Background: an optimization exercise with open tools, aiming at small area and a short achievable clock period. Do not read the settings as production practice.
No run shown here included a check of the RTL's function; only the layout flow was run.
Power and IR drop assume default switching activity.

==> design/flow/design.v <==
`timescale 1ns/1ps
module alu(
           clk,
           rst_n,
           src1,
           src2,
           ALU_control,
           result,
           zero,
           cout,
           overflow
           );
input           clk;
input           rst_n;
input  [32-1:0] src1;
input  [32-1:0] src2;
input   [4-1:0] ALU_control;
output [32-1:0] result;
output          zero;
output          cout;
output          overflow;
  wire is_and = (ALU_control == 4'b0000);
  wire is_or  = (ALU_control == 4'b0001);
  wire is_add = (ALU_control == 4'b0010);
  wire is_sub = (ALU_control == 4'b0110);
  wire is_slt = (ALU_control == 4'b0111);
  wire is_nor = (ALU_control == 4'b1100);
  wire arith  = is_add | is_sub;
  wire        inv = ALU_control[2];
  wire [31:0] b   = src2 ^ {32{inv}};
  wire [31:0] p   = src1 ^ b;
  wire [31:0] g   = src1 & b;
  wire [31:0] g0 = {g[31:1], g[0] | (p[0] & inv)};
  wire [31:0] p0 = p;
  wire G0_1 = g0[1] | (p0[1] & g0[0]);
  wire G0_2 = g0[2] | (p0[2] & g0[1]);
  wire P0_2 = p0[2] & p0[1];
  wire G0_3 = g0[3] | (p0[3] & g0[2]);
  wire P0_3 = p0[3] & p0[2];
  wire G0_4 = g0[4] | (p0[4] & g0[3]);
  wire P0_4 = p0[4] & p0[3];
  wire G0_5 = g0[5] | (p0[5] & g0[4]);
  wire P0_5 = p0[5] & p0[4];
  wire G0_6 = g0[6] | (p0[6] & g0[5]);
  wire P0_6 = p0[6] & p0[5];
  wire G0_7 = g0[7] | (p0[7] & g0[6]);
  wire P0_7 = p0[7] & p0[6];
  wire G0_8 = g0[8] | (p0[8] & g0[7]);
  wire P0_8 = p0[8] & p0[7];
  wire G0_9 = g0[9] | (p0[9] & g0[8]);
  wire P0_9 = p0[9] & p0[8];
  wire G0_10 = g0[10] | (p0[10] & g0[9]);
  wire P0_10 = p0[10] & p0[9];
  wire G0_11 = g0[11] | (p0[11] & g0[10]);
  wire P0_11 = p0[11] & p0[10];
  wire G0_12 = g0[12] | (p0[12] & g0[11]);
  wire P0_12 = p0[12] & p0[11];
  wire G0_13 = g0[13] | (p0[13] & g0[12]);
  wire P0_13 = p0[13] & p0[12];
  wire G0_14 = g0[14] | (p0[14] & g0[13]);
  wire P0_14 = p0[14] & p0[13];
  wire G0_15 = g0[15] | (p0[15] & g0[14]);
  wire P0_15 = p0[15] & p0[14];
  wire G0_16 = g0[16] | (p0[16] & g0[15]);
  wire P0_16 = p0[16] & p0[15];
  wire G0_17 = g0[17] | (p0[17] & g0[16]);
  wire P0_17 = p0[17] & p0[16];
  wire G0_18 = g0[18] | (p0[18] & g0[17]);
  wire P0_18 = p0[18] & p0[17];
  wire G0_19 = g0[19] | (p0[19] & g0[18]);
  wire P0_19 = p0[19] & p0[18];
  wire G0_20 = g0[20] | (p0[20] & g0[19]);
  wire P0_20 = p0[20] & p0[19];
  wire G0_21 = g0[21] | (p0[21] & g0[20]);
  wire P0_21 = p0[21] & p0[20];
  wire G0_22 = g0[22] | (p0[22] & g0[21]);
  wire P0_22 = p0[22] & p0[21];
  wire G0_23 = g0[23] | (p0[23] & g0[22]);
  wire P0_23 = p0[23] & p0[22];
  wire G0_24 = g0[24] | (p0[24] & g0[23]);
  wire P0_24 = p0[24] & p0[23];
  wire G0_25 = g0[25] | (p0[25] & g0[24]);
  wire P0_25 = p0[25] & p0[24];
  wire G0_26 = g0[26] | (p0[26] & g0[25]);
  wire P0_26 = p0[26] & p0[25];
  wire G0_27 = g0[27] | (p0[27] & g0[26]);
  wire P0_27 = p0[27] & p0[26];
  wire G0_28 = g0[28] | (p0[28] & g0[27]);
  wire P0_28 = p0[28] & p0[27];
  wire G0_29 = g0[29] | (p0[29] & g0[28]);
  wire P0_29 = p0[29] & p0[28];
  wire G0_30 = g0[30] | (p0[30] & g0[29]);
  wire P0_30 = p0[30] & p0[29];
  wire G0_31 = g0[31] | (p0[31] & g0[30]);
  wire P0_31 = p0[31] & p0[30];
  wire G1_2 = G0_2 | (P0_2 & g0[0]);
  wire G1_3 = G0_3 | (P0_3 & G0_1);
  wire G1_4 = G0_4 | (P0_4 & G0_2);
  wire P1_4 = P0_4 & P0_2;
  wire G1_5 = G0_5 | (P0_5 & G0_3);
  wire P1_5 = P0_5 & P0_3;
  wire G1_6 = G0_6 | (P0_6 & G0_4);
  wire P1_6 = P0_6 & P0_4;
  wire G1_7 = G0_7 | (P0_7 & G0_5);
  wire P1_7 = P0_7 & P0_5;
  wire G1_8 = G0_8 | (P0_8 & G0_6);
  wire P1_8 = P0_8 & P0_6;
  wire G1_9 = G0_9 | (P0_9 & G0_7);
  wire P1_9 = P0_9 & P0_7;
  wire G1_10 = G0_10 | (P0_10 & G0_8);
  wire P1_10 = P0_10 & P0_8;
  wire G1_11 = G0_11 | (P0_11 & G0_9);
  wire P1_11 = P0_11 & P0_9;
  wire G1_12 = G0_12 | (P0_12 & G0_10);
  wire P1_12 = P0_12 & P0_10;
  wire G1_13 = G0_13 | (P0_13 & G0_11);
  wire P1_13 = P0_13 & P0_11;
  wire G1_14 = G0_14 | (P0_14 & G0_12);
  wire P1_14 = P0_14 & P0_12;
  wire G1_15 = G0_15 | (P0_15 & G0_13);
  wire P1_15 = P0_15 & P0_13;
  wire G1_16 = G0_16 | (P0_16 & G0_14);
  wire P1_16 = P0_16 & P0_14;
  wire G1_17 = G0_17 | (P0_17 & G0_15);
  wire P1_17 = P0_17 & P0_15;
  wire G1_18 = G0_18 | (P0_18 & G0_16);
  wire P1_18 = P0_18 & P0_16;
  wire G1_19 = G0_19 | (P0_19 & G0_17);
  wire P1_19 = P0_19 & P0_17;
  wire G1_20 = G0_20 | (P0_20 & G0_18);
  wire P1_20 = P0_20 & P0_18;
  wire G1_21 = G0_21 | (P0_21 & G0_19);
  wire P1_21 = P0_21 & P0_19;
  wire G1_22 = G0_22 | (P0_22 & G0_20);
  wire P1_22 = P0_22 & P0_20;
  wire G1_23 = G0_23 | (P0_23 & G0_21);
  wire P1_23 = P0_23 & P0_21;
  wire G1_24 = G0_24 | (P0_24 & G0_22);
  wire P1_24 = P0_24 & P0_22;
  wire G1_25 = G0_25 | (P0_25 & G0_23);
  wire P1_25 = P0_25 & P0_23;
  wire G1_26 = G0_26 | (P0_26 & G0_24);
  wire P1_26 = P0_26 & P0_24;
  wire G1_27 = G0_27 | (P0_27 & G0_25);
  wire P1_27 = P0_27 & P0_25;
  wire G1_28 = G0_28 | (P0_28 & G0_26);
  wire P1_28 = P0_28 & P0_26;
  wire G1_29 = G0_29 | (P0_29 & G0_27);
  wire P1_29 = P0_29 & P0_27;
  wire G1_30 = G0_30 | (P0_30 & G0_28);
  wire P1_30 = P0_30 & P0_28;
  wire G1_31 = G0_31 | (P0_31 & G0_29);
  wire P1_31 = P0_31 & P0_29;
  wire G2_4 = G1_4 | (P1_4 & g0[0]);
  wire G2_5 = G1_5 | (P1_5 & G0_1);
  wire G2_6 = G1_6 | (P1_6 & G1_2);
  wire G2_7 = G1_7 | (P1_7 & G1_3);
  wire G2_8 = G1_8 | (P1_8 & G1_4);
  wire P2_8 = P1_8 & P1_4;
  wire G2_9 = G1_9 | (P1_9 & G1_5);
  wire P2_9 = P1_9 & P1_5;
  wire G2_10 = G1_10 | (P1_10 & G1_6);
  wire P2_10 = P1_10 & P1_6;
  wire G2_11 = G1_11 | (P1_11 & G1_7);
  wire P2_11 = P1_11 & P1_7;
  wire G2_12 = G1_12 | (P1_12 & G1_8);
  wire P2_12 = P1_12 & P1_8;
  wire G2_13 = G1_13 | (P1_13 & G1_9);
  wire P2_13 = P1_13 & P1_9;
  wire G2_14 = G1_14 | (P1_14 & G1_10);
  wire P2_14 = P1_14 & P1_10;
  wire G2_15 = G1_15 | (P1_15 & G1_11);
  wire P2_15 = P1_15 & P1_11;
  wire G2_16 = G1_16 | (P1_16 & G1_12);
  wire P2_16 = P1_16 & P1_12;
  wire G2_17 = G1_17 | (P1_17 & G1_13);
  wire P2_17 = P1_17 & P1_13;
  wire G2_18 = G1_18 | (P1_18 & G1_14);
  wire P2_18 = P1_18 & P1_14;
  wire G2_19 = G1_19 | (P1_19 & G1_15);
  wire P2_19 = P1_19 & P1_15;
  wire G2_20 = G1_20 | (P1_20 & G1_16);
  wire P2_20 = P1_20 & P1_16;
  wire G2_21 = G1_21 | (P1_21 & G1_17);
  wire P2_21 = P1_21 & P1_17;
  wire G2_22 = G1_22 | (P1_22 & G1_18);
  wire P2_22 = P1_22 & P1_18;
  wire G2_23 = G1_23 | (P1_23 & G1_19);
  wire P2_23 = P1_23 & P1_19;
  wire G2_24 = G1_24 | (P1_24 & G1_20);
  wire P2_24 = P1_24 & P1_20;
  wire G2_25 = G1_25 | (P1_25 & G1_21);
  wire P2_25 = P1_25 & P1_21;
  wire G2_26 = G1_26 | (P1_26 & G1_22);
  wire P2_26 = P1_26 & P1_22;
  wire G2_27 = G1_27 | (P1_27 & G1_23);
  wire P2_27 = P1_27 & P1_23;
  wire G2_28 = G1_28 | (P1_28 & G1_24);
  wire P2_28 = P1_28 & P1_24;
  wire G2_29 = G1_29 | (P1_29 & G1_25);
  wire P2_29 = P1_29 & P1_25;
  wire G2_30 = G1_30 | (P1_30 & G1_26);
  wire P2_30 = P1_30 & P1_26;
  wire G2_31 = G1_31 | (P1_31 & G1_27);
  wire P2_31 = P1_31 & P1_27;
  wire G3_8 = G2_8 | (P2_8 & g0[0]);
  wire G3_9 = G2_9 | (P2_9 & G0_1);
  wire G3_10 = G2_10 | (P2_10 & G1_2);
  wire G3_11 = G2_11 | (P2_11 & G1_3);
  wire G3_12 = G2_12 | (P2_12 & G2_4);
  wire G3_13 = G2_13 | (P2_13 & G2_5);
  wire G3_14 = G2_14 | (P2_14 & G2_6);
  wire G3_15 = G2_15 | (P2_15 & G2_7);
  wire G3_16 = G2_16 | (P2_16 & G2_8);
  wire P3_16 = P2_16 & P2_8;
  wire G3_17 = G2_17 | (P2_17 & G2_9);
  wire P3_17 = P2_17 & P2_9;
  wire G3_18 = G2_18 | (P2_18 & G2_10);
  wire P3_18 = P2_18 & P2_10;
  wire G3_19 = G2_19 | (P2_19 & G2_11);
  wire P3_19 = P2_19 & P2_11;
  wire G3_20 = G2_20 | (P2_20 & G2_12);
  wire P3_20 = P2_20 & P2_12;
  wire G3_21 = G2_21 | (P2_21 & G2_13);
  wire P3_21 = P2_21 & P2_13;
  wire G3_22 = G2_22 | (P2_22 & G2_14);
  wire P3_22 = P2_22 & P2_14;
  wire G3_23 = G2_23 | (P2_23 & G2_15);
  wire P3_23 = P2_23 & P2_15;
  wire G3_24 = G2_24 | (P2_24 & G2_16);
  wire P3_24 = P2_24 & P2_16;
  wire G3_25 = G2_25 | (P2_25 & G2_17);
  wire P3_25 = P2_25 & P2_17;
  wire G3_26 = G2_26 | (P2_26 & G2_18);
  wire P3_26 = P2_26 & P2_18;
  wire G3_27 = G2_27 | (P2_27 & G2_19);
  wire P3_27 = P2_27 & P2_19;
  wire G3_28 = G2_28 | (P2_28 & G2_20);
  wire P3_28 = P2_28 & P2_20;
  wire G3_29 = G2_29 | (P2_29 & G2_21);
  wire P3_29 = P2_29 & P2_21;
  wire G3_30 = G2_30 | (P2_30 & G2_22);
  wire P3_30 = P2_30 & P2_22;
  wire G3_31 = G2_31 | (P2_31 & G2_23);
  wire P3_31 = P2_31 & P2_23;
  wire G4_16 = G3_16 | (P3_16 & g0[0]);
  wire G4_17 = G3_17 | (P3_17 & G0_1);
  wire G4_18 = G3_18 | (P3_18 & G1_2);
  wire G4_19 = G3_19 | (P3_19 & G1_3);
  wire G4_20 = G3_20 | (P3_20 & G2_4);
  wire G4_21 = G3_21 | (P3_21 & G2_5);
  wire G4_22 = G3_22 | (P3_22 & G2_6);
  wire G4_23 = G3_23 | (P3_23 & G2_7);
  wire G4_24 = G3_24 | (P3_24 & G3_8);
  wire G4_25 = G3_25 | (P3_25 & G3_9);
  wire G4_26 = G3_26 | (P3_26 & G3_10);
  wire G4_27 = G3_27 | (P3_27 & G3_11);
  wire G4_28 = G3_28 | (P3_28 & G3_12);
  wire G4_29 = G3_29 | (P3_29 & G3_13);
  wire G4_30 = G3_30 | (P3_30 & G3_14);
  wire G4_31 = G3_31 | (P3_31 & G3_15);
  wire [32:0] c;
  assign c[0] = inv;
  assign c[1] = g0[0];
  assign c[2] = G0_1;
  assign c[3] = G1_2;
  assign c[4] = G1_3;
  assign c[5] = G2_4;
  assign c[6] = G2_5;
  assign c[7] = G2_6;
  assign c[8] = G2_7;
  assign c[9] = G3_8;
  assign c[10] = G3_9;
  assign c[11] = G3_10;
  assign c[12] = G3_11;
  assign c[13] = G3_12;
  assign c[14] = G3_13;
  assign c[15] = G3_14;
  assign c[16] = G3_15;
  assign c[17] = G4_16;
  assign c[18] = G4_17;
  assign c[19] = G4_18;
  assign c[20] = G4_19;
  assign c[21] = G4_20;
  assign c[22] = G4_21;
  assign c[23] = G4_22;
  assign c[24] = G4_23;
  assign c[25] = G4_24;
  assign c[26] = G4_25;
  assign c[27] = G4_26;
  assign c[28] = G4_27;
  assign c[29] = G4_28;
  assign c[30] = G4_29;
  assign c[31] = G4_30;
  assign c[32] = G4_31;
  wire [31:0] sum = p ^ c[31:0];
  wire        ovf = c[31] ^ c[32];
  wire        lt  = sum[31] ^ ovf;
  wire [31:0] orv = src1 | src2;
  wire [31:0] res = ({32{is_and}} & (src1 & src2))
                  | ({32{is_or}}  & orv)
                  | ({32{is_nor}} & ~orv)
                  | ({32{arith}}  & sum)
                  | {31'b0, is_slt & lt};
  reg  [31:0] r_result;
  reg         r_cout;
  reg         r_ovf;
  always @(posedge clk or negedge rst_n) begin
    if (!rst_n) begin
      r_result <= 32'b0;
      r_cout   <= 1'b0;
      r_ovf    <= 1'b0;
    end else begin
      r_result <= res;
      r_cout   <= arith & c[32];
      r_ovf    <= arith & ovf;
    end
  end
  assign result   = r_result;
  assign zero     = ~(|r_result);
  assign cout     = r_cout;
  assign overflow = r_ovf;
endmodule
==> design/flow/flow/run.sh <==
#!/bin/bash
set -euo pipefail
export BUFFER_PORTS_ARGS="-buffer_cell sky130_fd_sc_hd__buf_1"
export SETUP_SLACK_MARGIN=6

bash standard.sh > standard_flow.log 2>&1
==> design/flow/standard.sh <==
#!/bin/bash
# synth_recipe.tcl (not shown) runs the flow's synth.tcl, then flattens the netlist and writes it again
# the make line also repeats each setting of config.mk as NAME=value (left out here)
make -C /OpenROAD-flow-scripts/flow DESIGN_CONFIG=/design/flow/config.mk WORK_HOME=/design/flow/orfs CLKGATE_MAP_FILE= SYNTH_SCRIPT=/design/flow/synth_recipe.tcl "${@:-finish}"
==> design/flow/config.mk <==
export PLATFORM = sky130hd
export DESIGN_NAME = alu
export DESIGN_NICKNAME = alu
export VERILOG_FILES = /design/flow/design.v
export SDC_FILE = /design/flow/constraint.sdc
export NUM_CORES = 4
export LEC_CHECK = 0
export CAP_MARGIN = 20
export CORE_MARGIN = 2
export CORE_UTILIZATION = 60
export SLEW_MARGIN = 20
==> design/flow/constraint.sdc <==
create_clock -name core_clock -period 11.0 [get_ports {clk}]
set_input_delay 2.2000 -clock core_clock [delete_from_list [all_inputs] [get_ports {clk}]]
set_output_delay 2.2000 -clock core_clock [all_outputs]
set_load 0.01 [all_outputs]
==> results of run 1 <==
[cell usage after synthesis (2+ instances only)]
library cell   n  area, um2
and3_1         5      31.28
o21bai_1       3      22.52
buf_1          4      15.01
and2_1         2      12.51
nor4_1         9      56.30
nor2_1        14      52.55
a211o_1        2      17.52
nand4_1        9      56.30
nor2b_1        8      50.05
nand3_1       10      50.05
o31ai_1        2      15.01
nand2_1       28      105.1
nor3_1        30      150.1
o21a_1         3      22.52
nand2b_1       2      12.51
or3_1          2      12.51
ha_1          34      425.4
a21o_1        17      127.6
a31oi_1        9      56.30
o32ai_1        2      17.52
a21oi_1       67      335.3
dfrtp_1       34      850.8
inv_1          7      26.28
a211oi_1       2      15.01
xor2_1        51      446.7
o22a_1         2      17.52
clkbuf_1      23      86.33
o211ai_1      57      427.9
xnor2_1        8      70.07
o21ai_0       17      85.08
[where the power goes]
group / total [mW] / switching (mW) / internal (mW)
logic: 0.239 / 0.144 / 0.0951
registers: 0.145 / 0.00806 / 0.137
clock network: 0.0971 / 0.0465 / 0.0506
[kinds of logic (layout without fill, tap and decap cells)]
group	after synthesis	after routing	share of synthesized area
AO/OA/AOI/OAI	192	192	0.3201
buffers and inverters	36	126	0.03633
adder cells (fa/ha/maj)	35	35	0.1155
multiplexers	2	2	0.006162
AND/OR/NAND/NOR	126	126	0.1674
XOR/XNOR	59	59	0.1340
flip-flops	34	34	0.2206
[per-stage QoR]
stage | total power [mW] | hold slack, ns | cell area [um2] | utilization | instances
2_1_floorplan | 0.3092 | 1.904 | 3857 | - | 484
3_3_place_gp | 0.3733 | 2.355 | 4283 | 0.6823 | 642
3_5_place_dp | 0.3772 | 2.364 | 4283 | 0.6823 | 642
4_1_cts | 0.4753 | 2.058 | 4378 | 0.6974 | 650
5_1_grt | 0.5151 | 2.093 | 4433 | 0.7062 | 651
6_report | 0.4813 | 2.038 | 4433 | 0.7062 | 651
[worst max-delay path: cells and delay by family]
kind	cells	cell delay, ns
AOI/OAI and AO/OA	7	1.37
buffers and inverters	3	0.45
adders and majority gates	1	0.40
xor gates and xnor gates	2	0.35
and+or+nand+nor	1	0.20
[per-layer routing]
| layer | wire length, um | vias to the layer above |
|---|---|---|
| met5 | 0 | - |
| li1 | - | 2019 |
| met1 | 5170 | 2021 |
| met4 | 89 | 0 |
| met2 | 5406 | 156 |
| met3 | 663 | 8 |
[state kept, by name (all words and copies together), names as in the netlist]
signal,count
r_cout,1
r_ovf,1
r_result,32
[cell type report]
class                      instances  share of cell area
timing repair buffer             111              0.1073
inverter                           7            0.005927
tap                               77             0.02173
clock inverter                     1            0.001129
multi-input combinational        414              0.6526
clock buffer                       7             0.01948
sequential                        34              0.1919
[worst min path at each step]
stage	start	to	slack [ns]	cells after the start
global route	rst_n	r_result[3]$_DFF_PN0_	2.09	1
global placement	rst_n	r_result[2]$_DFF_PN0_	2.35	1
finish	rst_n	r_result[3]$_DFF_PN0_	2.04	1
CTS	rst_n	r_result[3]$_DFF_PN0_	2.06	1
detailed placement	rst_n	r_result[3]$_DFF_PN0_	2.36	1
floorplan	rst_n	r_cout$_DFF_PN0_	1.90	0
[repair_timing]
| item | CTS | global route |
|---|---|---|
| resized for setup | 1 | 10 |
| hold endpoints to repair | 0 | 0 |
| pin swaps | 0 | 0 |
| cloned | 0 | 1 |
| setup buffers | 0 | 0 |
| endpoints found under the setup margin | 5 | 11 |
==> results.yml, run 1 <==
run_status:
  status: "no timing/DRC/antenna violations"
min_path:
  hold_path.class: "in -> async"
worst_setup_path:
  cp_slowest_stage_delay_ns: 0.40
  worstSetupStartpointType: "input pin"
  critical_path_peak_fanout: 18
  timing.critical_path.cells: "clkbuf_2 -> buf_12 -> xor2_1 -> inv_1 -> fa_1 -> nand3b_1 -> a21oi_1 -> o21ai_1 -> a211o_1 -> a31oi_1 -> o31ai_1 -> o21ai_1 -> xnor2_1 -> o211ai_1"
  cp.required_ns: 11.15
  path_common_cell: "o21ai_1"
  timing.critical_path.from: "ALU_control[2]"
  critPathCapture: "r_result[30]$_DFF_PN0_"
  critical_path.endpoint_type: "register"
  cp.arrival_ns: 4.97
  ws_path_type: "in -> reg"
  critical-path-slowest-cell: "fa_1"
floorplan:
  core_area_um2: 6277
  start_util: 0.6145
  overall_die_width_um: 84.18
  io_pins: 105
  core.rowCount: 29
  dieArea_um2: 7086
  die_height_um: 84.18
global_route:
  groute.layer.met2.usage: 0.5022
  grt_use_met1: 0.4373
  grt_start_max_net_pins: 38
  grt_pass1_vias: 3813
  grt_pass1_wl_um: 18020
  globalRouteTotalUtil: 0.3074
  sum_of_overflow_across_all_layers_after_global_routing: 0
  antenna_found_initial: 0
  gr-usage-met3: 0.03147
  globalRoute.busiestLayer: "met2"
placement:
  place_worst_setup_slack_ns: 5.596
  hpwlAfterDp_um: 8040
  portBuffers: 104
  routabilityCongestion: 0.8837
clock_network:
  tritoncts.num_buffers: 5
  clock_sinks: 34
  clockRootBuffer: "clkbuf_8"
  holdBufCountCts: 0
  ctsLongestPathBuffers: 2
  clkTransAtPathRegs_ns: 0.07
  clock_tree.htree_level_count: 2
  cts_tree: "done"
sta:
  slew_viol_final: 0
  totalNegativeSetupSlack_ns: 0
  fmaxAchievable_mhz: 207.5
  period_needed_ns: 4.819
  final_hold_fails: 0
  layout_worst_path_cycle_share: 0.4381
  slew_headroom: 0.3949
  postLayoutSetupSlackWorst_ns: 6.181
  worst_slew_pin_slew_ns: 0.9077
  finalSetupViolations: 0
  unrepaired_setup_endpoints_after_global_routing: "no"
synthesis:
  synth_flop_cell: "dfrtp_1"
  netlist-cell-type-count: 51
  synth-seq-area-share: 0.2206
  syn_inst: 484
  synth_nets: 589
  synthesis.yosys.warnings: 1
  asyncSetResetFlopFracSynth: 1.000
  synthesis.area_um2: 3857
  syn_avg_cell_area_um2: 7.970
  ys_seq_elements: 34
  number_of_enable_flip_flop_cells_after_synthesis: 0
drt:
  first_pass_iteration_count_of_the_detailed_router: 4
  total_via_count_in_the_routed_design: 4204
  final_wl_um: 11330
  vias_per_cell: 6.458
  avgRoutedWirePerCell_um: 17.40
  drc_markers: 0
  drt_first_iter_violations: 233
  ant_nets: 0
layout:
  most-common-layout-cells: "102 x buf_1, 66 x a21oi_1, 57 x o211ai_1"
  flow.area_growth_from_synthesis_pct: 14.92
  finalNetCount: 678
  most_common_cell_after_layout_fill_and_taps_aside: "buf_1"
  post_route_cells_drive_above_1_share: 0.04704
  fill_cells: 536
  antenna-diode-count: 0
  multi_input_area_um2: 2893
  sequential_cell_area_um2: 850.8
power_and_ir_drop:
  leakage_power_summed_over_all_cells_nw: 1.828
  peakVddDrop_v: 0.00006648
  power.density_nw_per_um2: 108.6
job:
  cap_viol_max_count: 0
==> run 2, diff against run 1 <==
==> design/flow/flow/run.sh (replaced) <==
#!/bin/bash
# Layout flow: the standard layout, with two changes.
# 1. Synthesis is the standard synthesis (synth_recipe.tcl, so -nofsm -noshare,
#    flatten and the same renames) except that Yosys does not extract full and
#    half adder cells, and ABC maps the logic with flow/abc.script instead of
#    the ORFS speed script. The registers are the standard synthesis's.
# 2. The port buffers are the small plain buffer instead of the default
#    delay-buffer cell, and the resizer's setup repair aims for a slack margin.
# Each tool's output goes to a log of its own in the work folder.
set -euo pipefail
here=$(pwd)
{ head -n 1 synth_recipe.tcl
  cat <<'EOT'
# ABC with this flow's own script
proc abc {args} {
  set i [lsearch -exact $args -script]
  if {$i >= 0} { lset args [expr {$i + 1}] $::env(OWN_ABC_SCRIPT) }
  yosys abc {*}$args
}
EOT
  tail -n +2 synth_recipe.tcl
} > own_synth.tcl
sed -e "s#SYNTH_SCRIPT=[^ ]*#SYNTH_SCRIPT=$here/own_synth.tcl ADDER_MAP_FILE=#" standard.sh > own_synth.sh
export OWN_ABC_SCRIPT=$here/flow/abc.script
bash own_synth.sh synth > synth.log 2>&1
export BUFFER_PORTS_ARGS="-buffer_cell sky130_fd_sc_hd__buf_1"
export SETUP_SLACK_MARGIN=6
bash standard.sh > layout.log 2>&1
==> design/flow/flow/abc.script (new file) <==
strash
&get -n
&st
&dch -f
&nf -R 1000
&dch -f
&nf -R 1000
&put
topo
buffer -c
upsize -c
dnsize -c
stime -c
==> run 2 against run 1 <==
  * Synthesized cell count up 14%
  * First-iteration DRC count grew 46%
  * Critical path depth shrank 2
  * Via count up 7.8%
  * Sequential cell count is the same
  * Area after synthesis grew 4.8%
  * Die area increased by 4.6%
  * Largest cell class unchanged
  * Highest routed layer unchanged
  * Setup slack lost 0.0088 ns
  * Global-route usage up 2.8 points
==> results.yml, run 2 <==
worst_setup_path:
  critical-path-slowest-cell: "or3_4"
  critical_path_peak_fanout: 36
  cp.required_ns: 11.18
  buf_inv_on_cp: 2
  cp_slowest_stage_delay_ns: 0.41
  timing.critical_path.cells: "clkbuf_2 -> clkbuf_8 -> xor2_1 -> and2_4 -> or3_4 -> a31oi_4 -> a31oi_2 -> o31ai_2 -> nor3b_2 -> a21oi_2 -> o211ai_1 -> nand3_1"
  kind_of_cell_adding_the_most_delay_to_the_critical_path: "compound AO/OA/AOI/OAI gates"
  critical_path.endpoint_type: "register"
  worstSetupStartpointType: "input pin"
  ws_path_type: "in -> reg"
  cp.arrival_ns: 5.00
clock_network:
  clock_tree.htree_level_count: 2
  clock_sinks: 34
  ctsLongestPathBuffers: 2
  post_cts_resize_count: 0
  holdBufCountCts: 0
  tritoncts.num_buffers: 5
  clkTransAtPathRegs_ns: 0.08
  cts_setup_buffers: 0
  clockRootBuffer: "clkbuf_8"
  cts_tree: "done"
power_and_ir_drop:
  intPower_mw: 0.2735
  peakVddDrop_v: 0.00005797
  power_share_of_the_clock_group: 0.208
  power.share.sequential: 0.287
  leakage_power_summed_over_all_cells_nw: 1.688
  net_switching_power_figure_mw: 0.2252
  switching_share: 0.4515
  power.density_nw_per_um2: 108.7
  comb_power_share: 0.505
synthesis:
  synth-seq-area-share: 0.2104
  syn_avg_cell_area_um2: 7.313
  netlist-cell-type-count: 50
  synth_nets: 623
  cell_types_with_the_highest_counts_after_synthesis: "67 x nor2_1, 61 x o21ai_0, 59 x nand2_1"
  number_of_enable_flip_flop_cells_after_synthesis: 0
  ys_seq_elements: 34
  ys_top_cells_by_area: "dfrtp_1 21%, xor2_1 12%, o21ai_0 7.5%"
  synth.most_common_cell: "nor2_1"
  syn_inst: 553
  synthesis.yosys.warnings: 1
  synth_flop_cell: "dfrtp_1"
  asyncSetResetFlopFracSynth: 1.000
  synth.top_cell.area_share: 0.2104
  synthesis.area_um2: 4044
  yosysTopAreaCell: "dfrtp_1"
drt:
  drc_markers: 0
  vias_per_cell: 6.218
  avgRoutedWirePerCell_um: 17.00
  drt_first_iter_violations: 340
  total_via_count_in_the_routed_design: 4533
  final_wl_um: 12390
  first_pass_iteration_count_of_the_detailed_router: 5
  ant_nets: 0
placement:
  routabilityCongestion: 0.9627
  portBuffers: 104
  place_worst_setup_slack_ns: 5.713
  hpwlAfterDp_um: 9633
global_route:
  grt_pass1_wl_um: 19890
  sum_of_overflow_across_all_layers_after_global_routing: 0
  grt_pass1_vias: 4279
  globalRouteTotalUtil: 0.3351
  antenna_found_initial: 0
  grt_start_max_net_pins: 37
layout:
  most-common-layout-cells: "102 x buf_1, 67 x nor2_1, 61 x o21ai_0"
  final_core_util: 0.7142
  largest-register: "r_result"
  antenna-diode-count: 0
  finalNetCount: 721
  flow.area_growth_from_synthesis_pct: 13.43
  max_reg_flops: 32
  largest_registers: "r_result x32, r_cout x1, r_ovf x1"
  post_route_cells_drive_above_1_share: 0.07055
  most_common_cell_after_layout_fill_and_taps_aside: "buf_1"
job:
  cap_viol_max_count: 0
floorplan:
  overall_die_width_um: 86.10
  die_height_um: 86.10
  start_util: 0.6297
  core_area_um2: 6422
  core.rowCount: 29
  io_pins: 105
  dieArea_um2: 7412
min_path:
  hold_path.class: "in -> async"
run_status:
  status: "no timing/DRC/antenna violations"
sta:
  final_hold_fails: 0
  fmaxAchievable_mhz: 207.1
  slew_viol_final: 0
  totalNegativeSetupSlack_ns: 0
  unrepaired_setup_endpoints_after_global_routing: "no"
  period_needed_ns: 4.828
  slew_headroom: 0.3730
  finalSetupViolations: 0
  layout_worst_path_cycle_share: 0.4389
  postLayoutSetupSlackWorst_ns: 6.172
  worst_slew_pin_slew_ns: 0.9404
==> run 2: area by class of cell <==
class / count / area, um2
Timing Repair Buffer: 109 / 436.7
Tap cell: 77 / 96.34
Clock inverter: 2 / 12.51
Clock buffer: 6 / 82.58
Inverter: 5 / 18.77
Sequential cell: 34 / 850.8
Fill cell: 584 / 1836
Multi-Input combinational cell: 496 / 3089
==> run 2: path summary, 6_finish.rpt <==
check | start | end | slack [ns] | cells after the start
worst max-delay path | ALU_control[2] | r_result[0]$_DFF_PN0_ | 6.17 | 12
worst min-delay path | rst_n | r_result[2]$_DFF_PN0_ | 2.03 | 1
max in group asynchronous | rst_n | r_result[25]$_DFF_PN0_ | 8.38 | 1
min in group core_clock | src2[2] | r_result[2]$_DFF_PN0_ | 2.26 | 3
==> run 2: cell families after synthesis <==
kind of cell / share of synthesized area
XOR/XNOR: 0.2116
multiplexers: 0.002475
AO/OA/AOI/OAI: 0.3267
AND/OR/NAND/NOR: 0.2200
flip-flops: 0.2104
buffers and inverters: 0.02877
==> run 2: stage by stage <==
step	cell area (um2)	hold slack, ns	power, mW	cells
final	4587	2.034	0.4987	729
after global routing	4587	2.097	0.5291	729
after CTS	4581	2.055	0.4936	729
after detailed placement	4486	2.375	0.3907	721
after global placement	4486	2.350	0.3868	721
after floorplan	4044	1.904	0.3147	553
==> run 2: power by group through the flow <==
stage               Clock (mW)  Combinational (mW)  Sequential (mW)
floorplan                    0               0.165            0.150
global placement             0               0.242            0.145
detailed placement           0               0.245            0.145
CTS                      0.103               0.247            0.143
global route             0.108               0.277            0.144
finish                   0.104               0.252            0.143
==> run 2: per-layer routing <==
metal / global-route usage / part of all wire
met1: 0.4424 / 0.44
met2: 0.5588 / 0.47
met3: 0.05679 / 0.073
met4: 0.1053 / 0.021
met5: 0 / 0

==> separate check: timing with driven ports <==
In the flow no input, the clock included, has a driving cell. The finished layouts below were timed again as built, in two steps. Step 1, drivers: a clkbuf_16 drives clk and a buf_2 each remaining input, both assumed. Step 2 times the ports against the registers' clock, not the clock port: input delays grow and output delays shrink by t, the midpoint of the rising clock arrivals with the driver on. Slacks: ideal / step 1 / step 2; pairs: ideal / step 1.
| run | t, ns | setup slack, ns | hold WS [ns] | clock arrival spread, ns | pins driven straight from the clock port |
|---|---|---|---|---|---|
| run 1 | 0.309 | 6.181 / 6.177 / 5.867 | 2.038 / 2.031 / 2.341 | 0.007 / 0.007 | 1 |
| run 2 | 0.324 | 6.172 / 6.175 / 5.852 | 2.034 / 2.025 / 2.349 | 0.010 / 0.009 | 1 |
After both steps every run listed still meets setup and hold. For run 2, which loses most, drivers alone change the setup slack by +0.003 ns; drivers and shift together by -0.320 ns.
